From an optimization exercise on the open Yosys and OpenROAD flow, aimed at small area and a short achievable clock period; shortcuts taken in it are not production practice. The RTL was checked by simulation tests, not by an equivalence proof against the original design. Power figures rest on the tool's default switching activity, not on a simulated workload.

Setup of run A:
Design output_conversion, start of the top module:
module output_conversion (
    input  wire        clk,
    input  wire        reset_n,
    input  wire signed [15:0] sample_L,
    input  wire               valid_L,
    input  wire signed [15:0] sample_R,
    input  wire               valid_R,
    input  wire [7:0]  volume,
    input  wire        mute,
    output wire signed [15:0] out_L,
    output wire signed [15:0] out_R,
    output reg               valid_out
);
    wire valid_up_L, valid_up_R;
    wire [15:0] up_L, up_R;
    wire [17:0] up3_L, up3_R;
    wire [15:0] nsum_L, nsum_R;
    wire [6:0] ngen_L, ngen_R, nprop_L, nprop_R;
    wire ncin_L, ncin_R;
    polyphase_upsampler up_left (
        .clk(clk), .reset_n(reset_n),
        .in_sample(sample_L), .valid_in(valid_L),
        .out_sample(up_L), .out_sample_x3(up3_L), .valid_out(valid_up_L)
    );
    vol_front vol_left (.up(up_L), .up3(up3_L), .volume(volume),
        .bsum(nsum_L), .bgen(ngen_L), .bprop(nprop_L), .cin(ncin_L));
    polyphase_upsampler up_right (
        .clk(clk), .reset_n(reset_n),
        .in_sample(sample_R), .valid_in(valid_R),
        .out_sample(up_R), .out_sample_x3(up3_R), .valid_out(valid_up_R)
    );
    vol_front vol_right (.up(up_R), .up3(up3_R), .volume(volume),
        .bsum(nsum_R), .bgen(ngen_R), .bprop(nprop_R), .cin(ncin_R));
    wire load = valid_up_L && valid_up_R;
    reg [15:0] bsum_L, bsum_R;
    reg [6:0] bgen_L, bgen_R, bprop_L, bprop_R;
    reg cin_L, cin_R;
    always @(posedge clk) begin
        if (!reset_n || (load && mute)) begin
  ...
Settings: LEC_CHECK=0, CAP_MARGIN=20, CORE_MARGIN=2, CORE_UTILIZATION=40, SETUP_SLACK_MARGIN=4.1, SLEW_MARGIN=20, SYNTH_HIERARCHICAL=1, SYNTH_MINIMUM_KEEP_SIZE=1000; clock period 8.0 ns.
run.sh (not shown) runs the stock make flow with config.mk's settings and CLKGATE_MAP_FILE= SYNTH_SCRIPT=/design/flow/synth_recipe.tcl, a recipe that flattens the netlist after the stock synthesis.
For run B, these inputs were changed with respect to run A:
diff --git a/flow/config.mk b/flow/config.mk
--- a/flow/config.mk
+++ b/flow/config.mk
@@ -8,7 +8,7 @@
 export CAP_MARGIN = 20
 export CORE_MARGIN = 2
-export CORE_UTILIZATION = 40
+export CORE_UTILIZATION = 55
 export SETUP_SLACK_MARGIN = 4.1
 export SLEW_MARGIN = 20
 export SYNTH_HIERARCHICAL = 1
-export SYNTH_MINIMUM_KEEP_SIZE = 1000
+export SYNTH_MINIMUM_KEEP_SIZE = 300
Results
~same total power in run B and run A
Compared with run A, in run B worst setup skew after layout was more or less identical; wire length went up by 1.1%.
Sort run B and run A by peak clock frequency supported by timing asc -> top: run B
Looking at met1 demand-to-capacity share in global routing across run B and run A, the one that comes out higher is run B.
Share of the core filled with cells was lower in run A than in run B.
In the flow results for run B and run A, the layout overhead on the synthesized area is smaller on run B.
Relative to run A, the count of placed standard cells in the final layout, fillers left out of run B is lower by 6.3%.
Relative to run B, the following input files were edited for run C:
diff --git a/flow/config.mk b/flow/config.mk
--- a/flow/config.mk
+++ b/flow/config.mk
@@ -6,7 +6,8 @@
 export NUM_CORES = 4
 export LEC_CHECK = 0
+export ABC_AREA = 1
 export CAP_MARGIN = 20
 export CORE_MARGIN = 2
-export CORE_UTILIZATION = 55
+export CORE_UTILIZATION = 40
 export SETUP_SLACK_MARGIN = 4.1
 export SLEW_MARGIN = 20
[summary]
Run C completed every stage of the flow, and the final layout passed the timing, design-rule and antenna checks.
Per the comparison of run C with run B, final worst-path cycle share shrank by 2.6 points; core region area grew by about 40%; total sequential power shrank by about 0.8%.
> inputs changed (run C -> run D)
diff --git a/flow/config.mk b/flow/config.mk
--- a/flow/config.mk
+++ b/flow/config.mk
@@ -13,3 +13,3 @@
 export SLEW_MARGIN = 20
 export SYNTH_HIERARCHICAL = 1
-export SYNTH_MINIMUM_KEEP_SIZE = 300
+export SYNTH_MINIMUM_KEEP_SIZE = 1000
Results
- Measured against each other, run C and run D differ in switching power total, the lower figure coming from run C.
- The total of fill cells in the finished design of run D is lower than that of run C.
- Against run C, run D comes in 0.06 ns lower on register-to-register slack.
- Taking run C as the reference point, the hold slack of run D falls by 0.0047 ns.
- Worst relative slew slack: run D worse than run C
- When run D is set beside run C, its fmax turns out to be 5.1 MHz smaller.
- Between run C and run D, number of post-CTS setup repair buffers is higher for run D, run C comes in under that.
- Diff run C -> run D: cell area after synthesis lower; initial antenna violation count higher.

* * *

## the reference run
Starting RTL as in the previous note.
Design output_conversion, start of the top module:
module output_conversion (
    input  wire        clk,
    input  wire        reset_n,
    input  wire signed [15:0] sample_L,
    input  wire               valid_L,
    input  wire signed [15:0] sample_R,
    input  wire               valid_R,
    input  wire [7:0]  volume,
    input  wire        mute,
    output wire signed [15:0] out_L,
    output wire signed [15:0] out_R,
    output reg               valid_out
);
Settings: LEC_CHECK=0, CAP_MARGIN=20, CORE_MARGIN=2, CORE_UTILIZATION=40, CTS_BUF_LIST=sky130_fd_sc_hd__clkbuf_8, SETUP_SLACK_MARGIN=4.1, SLEW_MARGIN=20, SYNTH_HIERARCHICAL=1, SYNTH_MINIMUM_KEEP_SIZE=300; clock period 8.0 ns.
The reference run | stages: all done | timing, DRC, antenna: all pass
Edits applied to the flow inputs when going from the reference run to the trial run:
- CTS_CLUSTER_DIAMETER newly set to 100
- SYNTH_MINIMUM_KEEP_SIZE changed from 300 to 1000
- CTS_BUF_LIST removed (was sky130_fd_sc_hd__clkbuf_8)
- CTS_CLUSTER_SIZE newly set to 30
Notes after the runs:
Going from the reference run to the trial run, utilization fell by 0.43 points; length of routed met3 wiring rose by about 10%; global routing usage on met1 fell by 0.75 points; global-route usage fell by 0.29 points. A standard cell with the maximum stage delay on the critical path of sky130_fd_sc_hd__dfxtp_4 is what the reference run shows, while sky130_fd_sc_hd__a2111oi_4 belongs to the trial run.

* * *

Setup of old:
output_conversion again, from the RTL that the note above started with.
make LEC_CHECK=0 CAP_MARGIN=20 CORE_MARGIN=2 CORE_UTILIZATION=40 SETUP_SLACK_MARGIN=4.3 SLEW_MARGIN=20 SYNTH_HIERARCHICAL=1 SYNTH_MINIMUM_KEEP_SIZE=300 finish   # period 8.0 ns
Inputs modified between old and new:
--- a/flow/config.mk
+++ b/flow/config.mk
@@ -9,5 +9,5 @@
 export CORE_MARGIN = 2
 export CORE_UTILIZATION = 40
-export SETUP_SLACK_MARGIN = 4.3
+export SETUP_SLACK_MARGIN = 4.1
 export SLEW_MARGIN = 20
 export SYNTH_HIERARCHICAL = 1
Results
The peak per-stage delay on the critical path was comparable across old and new.
Worst hold slack: old vs new — no meaningful difference
Per the comparison of new with old, sequential share of layout area went up by 0.44 points, cell area went down by about 2.2%, non-clock buffer share of cell area went down by 1.2 points.
When the final numbers for old and new were put side by side, the total number of vias turned out to be smaller in new.
Higher power among old and new: old
Looking at final critical path time including I/O delays and setup across old and new, the one that comes out lower is new.

==> afterwards: timing with drivers on the ports <==
The flow's constraints put no driver on any port. The routed layouts listed below were extracted and timed again, unchanged, in two steps.
Step 1 sets driving cells, clkbuf_16 on the clock port and buf_2 on the other inputs (assumed; they add their load-dependent delay and slew).
Step 2, shift: input delay + t, output delay - t, t = (earliest + latest rising clock arrival at the registers) / 2. This alone moves slack from input paths to output paths.
a / b / c = ideal / step 1 / step 2; a / b = the first two.
run | t, ns | slack for setup (ns) | latest minus earliest clock arrival (ns) | worst register clock-pin slew, ns
run A | 0.742 | 4.061 / 4.020 / 3.339 | 0.035 / 0.035 | 0.07 / 0.07
run B | 0.733 | 3.984 / 3.907 / 3.459 | 0.039 / 0.038 | 0.08 / 0.08
run C | 0.764 | 4.191 / 4.113 / 3.508 | 0.053 / 0.052 | 0.07 / 0.07
run D | 0.748 | 4.115 / 4.070 / 3.403 | 0.048 / 0.048 | 0.07 / 0.07
the reference run | 0.894 | 3.954 / 3.884 / 3.308 | 0.093 / 0.092 | 0.07 / 0.07
the trial run | 0.705 | 3.967 / 3.967 / 3.385 | 0.046 / 0.046 | 0.11 / 0.11
old | 0.748 | 4.079 / 3.996 / 3.489 | 0.041 / 0.041 | 0.07 / 0.07
new | 0.744 | 4.090 / 4.014 / 3.464 | 0.073 / 0.072 | 0.07 / 0.07
After both steps every run listed still meets setup and hold. The setup slack of run A, which loses most, moves by -0.041 ns with the drivers and by -0.722 ns with both steps.
